This is an optimization exercise on Yosys and OpenROAD, whose aim is small area, not a production implementation.
Function was checked by simulation only, so behaviour that the tests miss may differ from the original.
Power figures rest on the tool's default switching activity, not on a simulated workload.

==> flow/design.v <==
`timescale 1ns / 1ps
module clock_div(input clk,input rst,output reg one_clock,output reg two_clock, output reg deb_clock,output reg blink_clock);
reg [12:0] ctr2;
parameter dv2 = 5000;
reg [13:0] ctr1;
parameter dv1 = 10000;
reg [5:0] ctrdeb;
parameter dvdeb = 40;
reg [11:0] ctrblink;
parameter blink= 2500;
always @(posedge clk or posedge rst)begin
	if(rst)begin
		ctr1<=0;
		one_clock<=0;
		end
	else if(ctr1==dv1-1)begin
		ctr1<=0;
        one_clock<=1;
        end
	else begin
		ctr1<=ctr1+1;
		one_clock<=0;
		end
end
always @(posedge clk or posedge rst)begin
	if(rst)begin
		ctr2<=0;
		two_clock<=0;
		end
	else if(ctr2==dv2-1)begin
		ctr2<=0;
        two_clock<=1;
        end
	else begin
		ctr2<=ctr2+1'b1;
		two_clock<=0;
		end
end
always @(posedge clk or posedge rst)begin
	if(rst)begin
		ctrdeb<=0;
		deb_clock<=0;
		end
	else if(ctrdeb==dvdeb-1)begin
		ctrdeb<=0;
        deb_clock<=1;
        end
	else begin
		ctrdeb<=ctrdeb+1'b1;
		deb_clock<=0;
		end
end
always @(posedge clk or posedge rst)begin
	if(rst)begin
		ctrblink<=0;
		blink_clock<=0;
		end
	else if(ctrblink==blink-1)begin
		 ctrblink<=0;
       blink_clock<=~blink_clock;
        end
	else begin
		ctrblink<=ctrblink+1'b1;
		blink_clock<=blink_clock;
		end
end
endmodule
`timescale 1ns / 1ps
module states(input sel,input clk,input pause, input res,input adj,output reg[1:0] next_state);
    reg paused1;
	 always @(posedge clk or posedge res)begin
      if(res)
        next_state<=2'b00;
		else if(pause==1'b1 && adj==1'b0)
			next_state<=2'b11;
		else if(pause==1'b0 && adj==1'b0)
			next_state<=2'b00;
		else if(next_state==2'b11 && adj==1'b0) 
			next_state<=next_state;
		else if(next_state==2'b00 && adj==1'b0) 
			next_state<=next_state;
      else if(adj==1'b0)
			next_state<=2'b00;
		else if(adj==1'b1 && sel ==1'b0)
			next_state<=2'b01;
		else
			next_state<=2'b10;
    end
endmodule
`timescale 1ns / 1ps
module counter(input clk,input rst,input [1:0] state,input oneclock,input twoclock, output reg [5:0]mins,output reg[5:0]secs);
reg currclk;
always @(*)begin
	if(state==2'b00|state==2'b11)
		currclk=oneclock;
	else
		currclk=twoclock;
end
always @(posedge clk or posedge rst) begin
   if(rst)begin
		mins<=0;
		secs<=0;
	end
   else if(!currclk)begin
            secs<=secs;
            mins<=mins;
            end
   else if(state==2'b11)begin
            secs<=secs;
            mins<=mins;
            end
   else if (state==2'b01)begin
			if(mins==6'b111011)begin
					mins<=6'b000000;
					secs<=secs;
			end
			else begin
					mins<=mins+1;
					secs<=secs;
			end
	end
	else if(state==2'b10)begin
				if(secs==6'b111011) begin
					secs<=0;
					mins<=mins;
					end
				else begin
					secs<=secs+1;
					mins<=mins;
					end
	end
	else if(state==2'b00) begin 
		if(secs==6'b111011 && mins==6'b111011)begin
			secs<=6'b00000;
			mins<=6'b00000;
		end
		else if(secs == 6'b111011)begin
			secs<=0;
			mins<=mins+1;
			end         
		else begin
			secs<=secs+1;
			mins<=mins;
		end
	end
end
endmodule
`timescale 1ns / 1ps
`timescale 1ns / 1ps
module display(
    input [3:0]in,
    output [7:0] cathodes);
	assign cathodes = (in==4'd0) ? 8'b00000011 :
	                  (in==4'd1) ? 8'b10011111 :
	                  (in==4'd2) ? 8'b00100101 :
	                  (in==4'd3) ? 8'b00001101 :
	                  (in==4'd4) ? 8'b10011001 :
	                  (in==4'd5) ? 8'b01001001 :
	                  (in==4'd6) ? 8'b01000001 :
	                  (in==4'd7) ? 8'b00011111 :
	                  (in==4'd8) ? 8'b00000001 :
	                  (in==4'd9) ? 8'b00001001 :
	                               8'b11111111;
endmodule
`timescale 1ns / 1ps
module top(input clk,input sel,input adj,input pause,input res,output reg [7:0]cathode,output reg[3:0] anode);
	wire oneclock;
	wire twoclock;
	wire debclock;
	wire blinkclock;
	clock_div div1(.clk(clk),.rst(res),.one_clock(oneclock),.two_clock(twoclock),.deb_clock(debclock),.blink_clock(blinkclock));
	wire [1:0] state1;
	states s1(.sel(sel),.clk(clk),.pause(pause),.res(res),.adj(adj),.next_state(state1));
	wire [5:0]mins;
	wire [5:0]secs;
	counter c1(.clk(clk),.rst(res),.state(state1),.oneclock(oneclock),.twoclock(twoclock),.mins(mins),.secs(secs));
	wire [3:0]min1;
	wire [3:0]min0;
	wire [3:0]sec1;
	wire [3:0]sec0;
	reg [1:0]currdigit;
	wire [7:0] dig3;
	wire [7:0] dig2;
	wire [7:0] dig1;
	wire [7:0] dig0;
	wire [7:0] blank=8'b11111111;
	assign min1=mins/10;
	assign min0=mins%10;
	assign sec1=secs/10;
	assign sec0=secs%10;
	display m1(.in(min1),.cathodes(dig3));
	display m0(.in(min0),.cathodes(dig2));
	display second1(.in(sec1),.cathodes(dig1));
	display second0(.in(sec0),.cathodes(dig0));
	always @(posedge clk or posedge res)begin
	if(res)begin
			anode<=4'b1111;
			cathode<=blank;
			currdigit<=2'b00;
		end
	else if(!debclock)begin
			anode<=anode;
			cathode<=cathode;
			currdigit<=currdigit;
		end
	else if(state1==2'b01)begin
			if(currdigit==0)begin
				anode<=4'b0111;
				if(blinkclock)begin
					cathode<=blank;
				end
				else begin
					cathode<=dig3;
				end
				currdigit<=currdigit+1;
			end
			else if(currdigit==1)begin
				anode<=4'b1011;
				if(blinkclock)begin
					cathode<=blank;
				end
				else begin
					cathode<=dig2;
				end
				currdigit<=currdigit+1;
			end
			else if(currdigit==2)begin
				anode<=4'b1101;
				cathode<=dig1;
				currdigit<=currdigit+1;
			end
			else begin
				anode<=4'b1110;
				cathode<=dig0;
				currdigit<=currdigit+1;
			end
		end
		else if(state1==2'b10) begin
			if (currdigit==0) begin
				anode<=4'b0111;
				cathode<=dig3;
				currdigit<=currdigit+1;
			end
			else if(currdigit==1)begin
				anode<=4'b1011;
				cathode<=dig2;
				currdigit<=currdigit+1;
			end
			else if(currdigit==2)begin
				anode<=4'b1101;
				if(blinkclock)begin
					cathode<=blank;
				end
				else begin
					cathode<=dig1;
				end
				currdigit<=currdigit+1;
			end
			else if(currdigit==3)begin
				anode<=4'b1110;
				if(blinkclock) begin
					cathode<=blank;
				end
				else begin
					cathode<=dig0;
				end
				currdigit<=currdigit+1;
			end
		end
	else begin
	 if(currdigit==0)begin
			anode<=4'b0111;
			cathode<=dig3;
			currdigit<=currdigit+1;
			end
		else if(currdigit==1)begin
			anode<=4'b1011;
			cathode<=dig2;
			currdigit<=currdigit+1;
			end
		else if(currdigit==2)begin
			anode<=4'b1101;
			cathode<=dig1;
			currdigit<=currdigit+1;
			end
		else if(currdigit==3)begin
			anode<=4'b1110;
			cathode<=dig0;
			currdigit<=currdigit+1;
			end
		end
	end
	endmodule
==> flow/run.sh <==
#!/bin/bash
# synth_recipe.tcl (not shown) runs the flow's synth.tcl, then flattens the netlist and writes it again
# the make line also repeats each setting of config.mk as NAME=value (left out here)
make -C /OpenROAD-flow-scripts/flow DESIGN_CONFIG=/design/flow/config.mk WORK_HOME=/design/flow/orfs CLKGATE_MAP_FILE= SYNTH_SCRIPT=/design/flow/synth_recipe.tcl finish
==> flow/config.mk <==
export PLATFORM = sky130hd
export DESIGN_NAME = top
export DESIGN_NICKNAME = top
export VERILOG_FILES = /design/flow/design.v
export SDC_FILE = /design/flow/constraint.sdc
export NUM_CORES = 4
export LEC_CHECK = 0
export CAP_MARGIN = 20
export CORE_MARGIN = 2
export CORE_UTILIZATION = 40
export SLEW_MARGIN = 20
==> flow/constraint.sdc <==
create_clock -name core_clock -period 10.0 [get_ports {clk}]
set_input_delay 2.0000 -clock core_clock [delete_from_list [all_inputs] [get_ports {clk}]]
set_output_delay 2.0000 -clock core_clock [all_outputs]
set_load 0.01 [all_outputs]
==> run notes <==
fin util 45.4%; # IOs 17; CTS clk-pin slew, worst paths 60 ps; Fin Clk Skew 7.90 ps; Worst Hold Depth 1; #FFs+latches synth 76; hold endpoint div1.ctr2[0]; H-tree lvl count 3; Hold Crit Start div1.ctr2[0]; CP endpoint kind flop; Syn Nets 603; DRC viols 0; Synth area leader dfrtp_1; Cell Area, Synth 0.00504 sq mm; first-pass GRT wire length 18.3 mm; vias in the first global route 3,884; Pre-antenna DRT Iters 7; pins over their slew limit 0; Crit Path Category flop to flop; Flop pwr share 45.3%; Max VDD drop 0.0987 mV; Clk pwr share 52.9%; worst min path class flop to flop; CP startpoint kind flop; R2R setup slack 5530 ps; diodes inserted 0; Post CTS Setup Buffer Count 0; root buf cell clkbuf_16; DIE AREA 0.0135 sq mm; drt first-iter violations 398; Area Growth Syn to Fin 12.4%; drt wl/cell 14.1 um; pre-CTS setup slack 5610 ps; GRT Total Usage 16.8%; Num Clock Sinks 76; die height 116 um; top cells by area, synth dfrtp_1 (32%), ha_1 (6.2%), dfstp_2 (5.7%); Max-slew headroom 32.5%; max frequency 224 MHz; Initial Utilization 40.4%; Crit Path Max Fanout 13; Power Dens Cells 120 mW/mm^2; hold buffer count at CTS 0; Clock Latency Late Sink 340 ps; detailed placer's ending HPWL 7.61 mm; die width 116 um; Max-Cap Viols 0; Comb power frac 1.8%; CTS buffer count 9; final total power 682 uW; Worst-Margin Slew 1010 ps; GRT overflow 0; cell count after synthesis 573; RSZ-0062 raised after global routing false; synth warn 4; most common cell in the synthesized netlist dfrtp_1; antenna violations before repair 0; Mapped Avg Cell Area 8.80 sq um; Core ar. 0.0125 sq mm; post-synth cell types 76; deepest clock path buffer count 2; leakage 0.00241 uW; count of flip-flops with a built-in enable after synthesis 0; TNS Setup 0 ps; RR Startpoint c1.secs[4]; layout cells sized above 1 9.09%; min Tclk post-route 4470 ps; Power Internal 545 uW; Crit path required time 10,270 ps; reg2reg path depth 16; capture point of the worst reg-to-reg path cathode[6]; # setup viols final 0; largest net degree at the start of global routing 77; Net Sw Frac 20.1%; sw power 137 uW; via count 4,168; asr flop ratio synth 100%; final non-filler cell total 755; final worst setup slack 5530 ps; WL final 10.6 mm; Final period util 44.7%; CTS tree done; status complete, no violations; Nets 608; Routed Antenna Nets 0; Placed Cells 739; top cell type's share of synthesized area 32.3%; Vias/cell 5.52; num rows 41; number of port buffers 15; Final Hold Fails 0; sequential area share after synthesis 38.0%; Placer Congestion 0.931; cts repair resizes 0; Post-synth top cells dfrtp_1 (65), nand2_1 (63), nor2_1 (58), o21ai_0 (28), nand3_1 (26); worst path arrival time 4740 ps; top_reg_cell synth dfrtp_1
stage by stage:
stage	hold WS [ps]	instance area, sq um
after global placement	445	5330
after global routing	492	5670
after floorplan	433	5040
after CTS	465	5670
final	461	5670
after detailed placement	459	5330
routing by layer:
| layer | global-route usage [%] | wire length (um) | vias to the layer above |
|---|---|---|---|
| li1 | - | - | 2076 |
| met1 | 23.1 | 5090 | 1969 |
| met2 | 26.4 | 4890 | 103 |
| met3 | 2.49 | 446 | 20 |
| met4 | 7.22 | 198 | 0 |
| met5 | 0 | 0 | - |
cell type report:
type | instances | area, sq um
inverters | 20 | 75.1
clock inverters | 5 | 82.6
repair buffers | 17 | 165
flip-flops and latches | 76 | 1920
multi-input cells | 454 | 2960
fillers | 1200 | 6800
well taps | 172 | 215
clock buffers | 11 | 253
kinds of logic (layout without fill, tap and decap cells):
kind of cell / Yosys count / after routing / share of synthesized area, %
simple gates: 231 / 231 / 22.3
compound gates: 144 / 144 / 20.5
xor+xnor: 45 / 45 / 7.82
other cells: 1 / 1 / 0.0744
mux: 6 / 6 / 1.22
flops: 76 / 76 / 38.0
fa+ha+maj: 27 / 27 / 6.60
buf+inv: 43 / 53 / 3.47
registers in the layout (all words and copies together) (netlist names):
register,count
div1.ctrdeb,6
div1.blink_clock,1
c1.secs,6
c1.mins,6
div1.ctr1,14
currdigit,2
div1.ctr2,13
div1.two_clock,1
div1.one_clock,1
cathode,7
s1.next_state,2
div1.deb_clock,1
anode,4
div1.ctrblink,12
worst max-delay path: stages, from the launching register on:
cell and delay [ps]:
dfrtp_1 510, nor2_1 300, inv_1 120, ha_1 310, nand2b_1 160, o21ai_1 250
a21oi_1 150, nor2_1 180, ha_1 220, inv_1 80, o311ai_0 350, a41oi_1 90
a31oi_1 770, nor3b_1 330, a311oi_1 90, a221o_1 360, a21oi_1 140
placed cells by master (no fill, tap or decap), types with 4 or more instances in the layout:
master,netlist,routed
nand4_1,10,10
dfrtp_1,65,65
o21ai_0,28,28
a31oi_1,8,8
or2_2,4,4
ha_1,25,25
a21o_1,7,7
mux2i_1,5,5
a211oi_1,8,8
o21ai_1,9,9
clkbuf_16,0,9
inv_1,19,18
and2_1,5,5
nand3_1,26,26
o211ai_1,5,5
nor2b_1,14,14
xor2_1,22,22
nand2_1,63,63
clkdlybuf4s50_1,0,15
dfstp_2,11,11
nor2_1,58,58
o31ai_1,4,4
o22ai_1,4,4
and3_1,12,12
nor3_1,17,17
xnor2_1,23,23
nand2b_1,4,4
a21oi_1,22,22
worst max-delay path by stage:
stage / startpoint / end / slack, ps / cells past startpoint
5_1_grt: c1.secs[4] / cathode[6] / 4970 / 16
2_1_floorplan: res / c1.mins[0] / 6080 / 1
4_1_cts: c1.secs[4] / cathode[6] / 5570 / 16
3_3_place_gp: c1.secs[4] / cathode[1] / 5710 / 16
3_5_place_dp: c1.secs[4] / cathode[6] / 5610 / 16
6_report: c1.secs[4] / cathode[6] / 5530 / 16
power groups by stage:
| stage | Combinational, uW | Clock (uW) | Sequential [uW] |
|---|---|---|---|
| 4_1_cts | 13.1 | 370 | 309 |
| 6_report | 12.4 | 360 | 309 |
| 5_1_grt | 14.8 | 382 | 309 |
| 2_1_floorplan | 8.63 | 0 | 314 |
| 3_3_place_gp | 12.7 | 0 | 314 |
| 3_5_place_dp | 13.1 | 0 | 314 |

## what the ideal ports hide
Ports are ideal in the flow. The routed layout listed here was re-timed in OpenROAD. Step 1, drivers: a clkbuf_16 drives clk and a buf_2 each remaining input, both assumed. Step 2, shift: input delay + t, output delay - t, t = (earliest + latest rising clock arrival at the registers) / 2. This alone moves slack from input paths to output paths. Slacks: no drivers / after step 1 / after step 2; pairs: no drivers / after step 1.
t (ns): 0.367
slack for setup (ns): 5.530 / 5.530 / 5.530
cell pins on the clock port's net: 1
After both steps this run still meets setup and hold. The setup slack of this run moves by 0.000 ns with the drivers and by 0.000 ns with both steps.
